What follows belongs to an exercise in optimizing a design on an open flow for small area; a production flow would make more cautious choices. Only simulation tests tie the RTL to the original design; equivalence was not proved.

== juniper ==
Design STOPWATCH, start of the top module:
module STOPWATCH(in_clk, reset, start, up, plus_min2, speedup, slowdown, out_S0, out_S1, out_M0, out_M1);
For scale: ~210 cells after synthesis, ~30 flip-flops.
==> flow/config.mk <==
export PLATFORM = sky130hd
export DESIGN_NAME = STOPWATCH
export DESIGN_NICKNAME = STOPWATCH
export VERILOG_FILES = /design/flow/design.v
export SDC_FILE = /design/flow/constraint.sdc
export NUM_CORES = 4
export LEC_CHECK = 0
export CAP_MARGIN = 20
export CORE_MARGIN = 2
export CORE_UTILIZATION = 40
export CTS_BUF_LIST = sky130_fd_sc_hd__clkbuf_2 sky130_fd_sc_hd__clkbuf_4
export SLEW_MARGIN = 20
==> flow/constraint.sdc <==
create_clock -name core_clock -period 10.0 [get_ports {in_clk}]
set_input_delay 2.0000 -clock core_clock [delete_from_list [all_inputs] [get_ports {in_clk}]]
set_output_delay 2.0000 -clock core_clock [all_outputs]
set_load 0.01 [all_outputs]
standard.sh (not shown) runs the stock make flow with config.mk's settings and CLKGATE_MAP_FILE= SYNTH_SCRIPT=/design/flow/synth_recipe.tcl, a recipe that flattens the netlist after the stock synthesis.
==> flow/flow/run.sh <==
#!/bin/bash
# Own layout flow: the standard layout (standard.sh), with three changes:
#  - synthesis is synth_recipe.tcl with ABC's mapping script replaced by flow/abc_area.script
#    (an area-oriented script), run with several random seeds, keeping the smallest result;
#    the flip-flop mapping and register names are the standard synthesis's, unchanged;
#  - the input and output port buffers are sky130_fd_sc_hd__buf_1;
#  - no adder extraction (ADDER_MAP_FILE empty): ABC maps all the logic.
# Each tool's output goes to orfs/logs/ as in the standard flow; make's output to flow_make.log.
set -euo pipefail
W=$PWD
# synthesis script: synth_recipe.tcl with an abc wrapper after its first line
{
  head -n 1 synth_recipe.tcl
  cat <<'T'
# ABC is run with flow/abc_area.script once per seed in MY_ABC_SEEDS (the script's @SEED@), each
# time on the same netlist, and the run with the smallest cell area is kept.
proc abc {args} {
  set j [lsearch -exact $args -D]
  if { $j >= 0 } { set args [lreplace $args $j [expr {$j + 1}]] }
  set lib [lindex $args [expr {[lsearch -exact $args -liberty] + 1}]]
  set i [lsearch -exact $args -script]
  yosys design -save abc_start
  set best_area 1e30
  foreach seed $::env(MY_ABC_SEEDS) {
    set f [open $::env(MY_ABC_SCRIPT) r]
    set text [string map [list @SEED@ $seed] [read $f]]
    close $f
    set script $::env(RESULTS_DIR)/abc_seed$seed.script
    set f [open $script w]
    puts $f $text
    close $f
    lset args [expr {$i + 1}] $script
    yosys design -load abc_start
    puts "abc with the area script, seed $seed: $args"
    yosys abc {*}$args
    yosys tee -q -o $::env(RESULTS_DIR)/abc_seed$seed.stat stat -liberty $lib
    set f [open $::env(RESULTS_DIR)/abc_seed$seed.stat r]
    set area 1e30
    regexp {Chip area for module [^:]*: ([0-9.]+)} [read $f] -> area
    close $f
    puts "abc seed $seed: cell area $area"
    if { $area < $best_area } {
      set best_area $area
      yosys design -save abc_best
    }
  }
  yosys design -load abc_best
  puts "abc: kept cell area $best_area"
}
T
  tail -n +2 synth_recipe.tcl
} > my_synth.tcl
# standard.sh with that synthesis script and the port buffer cell
sed -e "s#SYNTH_SCRIPT=[^ ]*synth_recipe.tcl#SYNTH_SCRIPT=$W/my_synth.tcl MY_ABC_SCRIPT=$W/flow/abc_area.script 'MY_ABC_SEEDS=0 1 2 3 4 5' 'BUFFER_PORTS_ARGS=-buffer_cell sky130_fd_sc_hd__buf_1' ADDER_MAP_FILE=#" standard.sh > my_standard.sh
grep -q "my_synth.tcl" my_standard.sh
# optional clock tree arguments
if [[ -f flow/cts_args.txt ]]; then
  sed -i -e "s#ADDER_MAP_FILE=#ADDER_MAP_FILE= 'CTS_ARGS=$(cat flow/cts_args.txt)'#" my_standard.sh
fi
bash my_standard.sh finish > flow_make.log 2>&1
test -s out/final.def
Other scripts of this flow, unchanged in this note and not shown: flow/flow/abc_area.script
juniper: PASS, flow complete, no timing, DRC or antenna violations
For indigo, these inputs were changed with respect to juniper:
-- flow/design.v --
<<< juniper, line 55
input  logic [2:0] v;
output logic [6:0] y;
assign y[0] = ~((~v[0] & ~v[1] & v[2]));
assign y[1] = (~v[0] & ~v[1]) | (v[0] & v[1]);
assign y[2] = (~v[0] & ~v[1]);
assign y[3] = ~((v[0] & ~v[2]));
assign y[4] = (~v[0] & ~v[1]) | (v[0] & v[1]);
assign y[5] = (~v[2]) | (v[0] & ~v[1]);
assign y[6] = (v[0]) | (~v[1] & v[2]);
endmodule
module seven_seg_decoder4(v, y);
>>> indigo, line 55
input  logic [2:0] v;
output logic [6:0] y;
assign y[0] = ~((~v[0] & v[1]));
assign y[1] = ~((v[0] & ~v[1] & ~v[2]) | (~v[0] & v[2]));
assign y[2] = (~v[0] & ~v[2]);
assign y[3] = ~((v[0] & v[2]));
assign y[4] = ~((v[0] & ~v[1] & ~v[2]) | (~v[0] & v[2]));
assign y[5] = (~v[0] & ~v[1]) | (v[2]);
assign y[6] = ~((~v[1] & ~v[2]));
endmodule
module seven_seg_decoder4(v, y);
<<< juniper, line 107
assign s0_z = (~S0[0] & S0[1] & S0[2]);
assign s0_9 = (S0[0] & ~S0[1] & S0[2] & ~S0[3]);
assign s1_step[0] = (S1[0] & ~S1[1]) | (~S1[1] & S1[2] & ups) | (S1[0] & S1[2] & ups) | (~S1[2] & ~ups);
assign s1_step[1] = (~S1[1]);
assign s1_step[2] = (S1[1] & S1[2] & ups) | (~S1[0] & ~S1[1] & S1[2]) | (~S1[0] & ups) | (S1[0] & ~ups);
assign s1_wrap = (~S1[1] & ~S1[2] & ~ups) | (S1[1] & ~S1[2] & ups);
assign s1_b = (S1[0] & S1[1] & S1[2] & ups) | (~S1[0] & ~S1[1] & S1[2] & ~ups);
assign s1_c = ~((~S1[0] & ~S1[1] & S1[2]) | (~S1[0] & ups) | (S1[0] & ~ups));
assign s1_5 = (S1[0] & ~S1[2]);
assign m1_hi = (M1[0] & M1[1] & ups) | (~M1[0] & ~M1[1] & ~ups);
assign m1_step[0] = (~M1[0]);
>>> indigo, line 107
assign s0_z = (~S0[0] & S0[1] & S0[2]);
assign s0_9 = (S0[0] & ~S0[1] & S0[2] & ~S0[3]);
assign s1_step[0] = (~S1[0]);
assign s1_step[1] = (S1[0] & ~S1[1] & ~S1[2] & ups) | (S1[0] & S1[1] & ~ups) | (~S1[0] & S1[1] & ups) | (~S1[0] & S1[2] & ~ups);
assign s1_step[2] = (~S1[0] & S1[2] & ups) | (~S1[0] & ~S1[1] & ~S1[2] & ~ups) | (S1[0] & S1[1] & ups) | (S1[0] & S1[2] & ~ups);
assign s1_wrap = (S1[0] & S1[2] & ups) | (~S1[0] & ~S1[1] & ~S1[2] & ~ups);
assign s1_b = (~S1[0] & S1[1] & ~ups) | (S1[0] & S1[1] & ups);
assign s1_c = (~S1[1] & ~S1[2] & ~ups) | (S1[0] & S1[1] & ups) | (S1[2] & ups);
assign s1_5 = (S1[0] & S1[2]);
assign m1_hi = (M1[0] & M1[1] & ups) | (~M1[0] & ~M1[1] & ~ups);
assign m1_step[0] = (~M1[0]);
<<< juniper, line 139
  if (rst) begin
    S0  <= 4'd6;
    S1  <= up ? 3'd4 : 3'd7;
    M0  <= up ? 4'd6 : 4'd5;
    M1  <= up ? 2'd0 : 2'd3;
>>> indigo, line 139
  if (rst) begin
    S0  <= 4'd6;
    S1  <= up ? 3'd2 : 3'd3;
    M0  <= up ? 4'd6 : 4'd5;
    M1  <= up ? 2'd0 : 2'd3;
<<< juniper, line 149
    if (comp)                        S0 <= 4'd6;
    else if (en0 | (ups & s0_9))     S0 <= s0_step;
    if (comp & ~(C & ups & s1_5))    S1 <= ups ? 3'd7 : 3'd4;
    else if (C)                      S1 <= s1_step;
    if (~ups & M41)                  M0 <= 4'd6;
>>> indigo, line 149
    if (comp)                        S0 <= 4'd6;
    else if (en0 | (ups & s0_9))     S0 <= s0_step;
    if (comp & ~(C & ups & s1_5))    S1 <= ups ? 3'd3 : 3'd2;
    else if (C)                      S1 <= s1_step;
    if (~ups & M41)                  M0 <= 4'd6;
Notes after the runs:
indigo went all the way through synthesis, placement and routing and the layout is clean on timing, DRC and antenna. [compare] base=juniper new=indigo: share of the core filled with cells decreased 0.31 points; global-route total usage across every layer increased 1.1 points; register-to-register setup slack increased 0.39 ns. Between indigo and juniper, the area after synthesis does not differ in any meaningful way. indigo reports its timing endpoint of the critical path as out_M0[1] while juniper reports out_M1[6]. indigo vs juniper: critical path data arrival time up in indigo. Going from juniper to indigo, the worst-case reg-to-reg path depth was found to have gone down by 3. Going from juniper to indigo, setup slack lower, met3 wirelength from detailed routing +150 um.

-- afterwards: timing with drivers on the ports --
How much do the figures lean on ideal ports? The routed layouts below were timed once more, with nothing changed but the port constraints. Step 1 (the two cells are an assumption about what drives the block):
set clk [get_ports {in_clk}]
set_driving_cell -lib_cell sky130_fd_sc_hd__clkbuf_16 $clk
set_driving_cell -lib_cell sky130_fd_sc_hd__buf_2 [delete_from_list [all_inputs] $clk]
Step 2 also shifts input and output timing later by t, the mid clock arrival at the registers, as if the neighbouring blocks saw the same clock. Slacks: no drivers / after step 1 / after step 2; pairs: no drivers / after step 1.
run	t (ns)	setup WS [ns]	slew at the worst register clock pin (ns)	worst data-port slew with drivers (ns)	cell pins on the clock port's net
juniper	0.363	4.000 / 3.978 / 3.978	0.11 / 0.11	0.03	1
indigo	0.353	3.640 / 3.620 / 3.620	0.10 / 0.10	0.03	1
After both steps setup and hold are still met in every run listed. For juniper, which loses most, drivers alone change the setup slack by -0.022 ns; drivers and shift together by -0.022 ns.
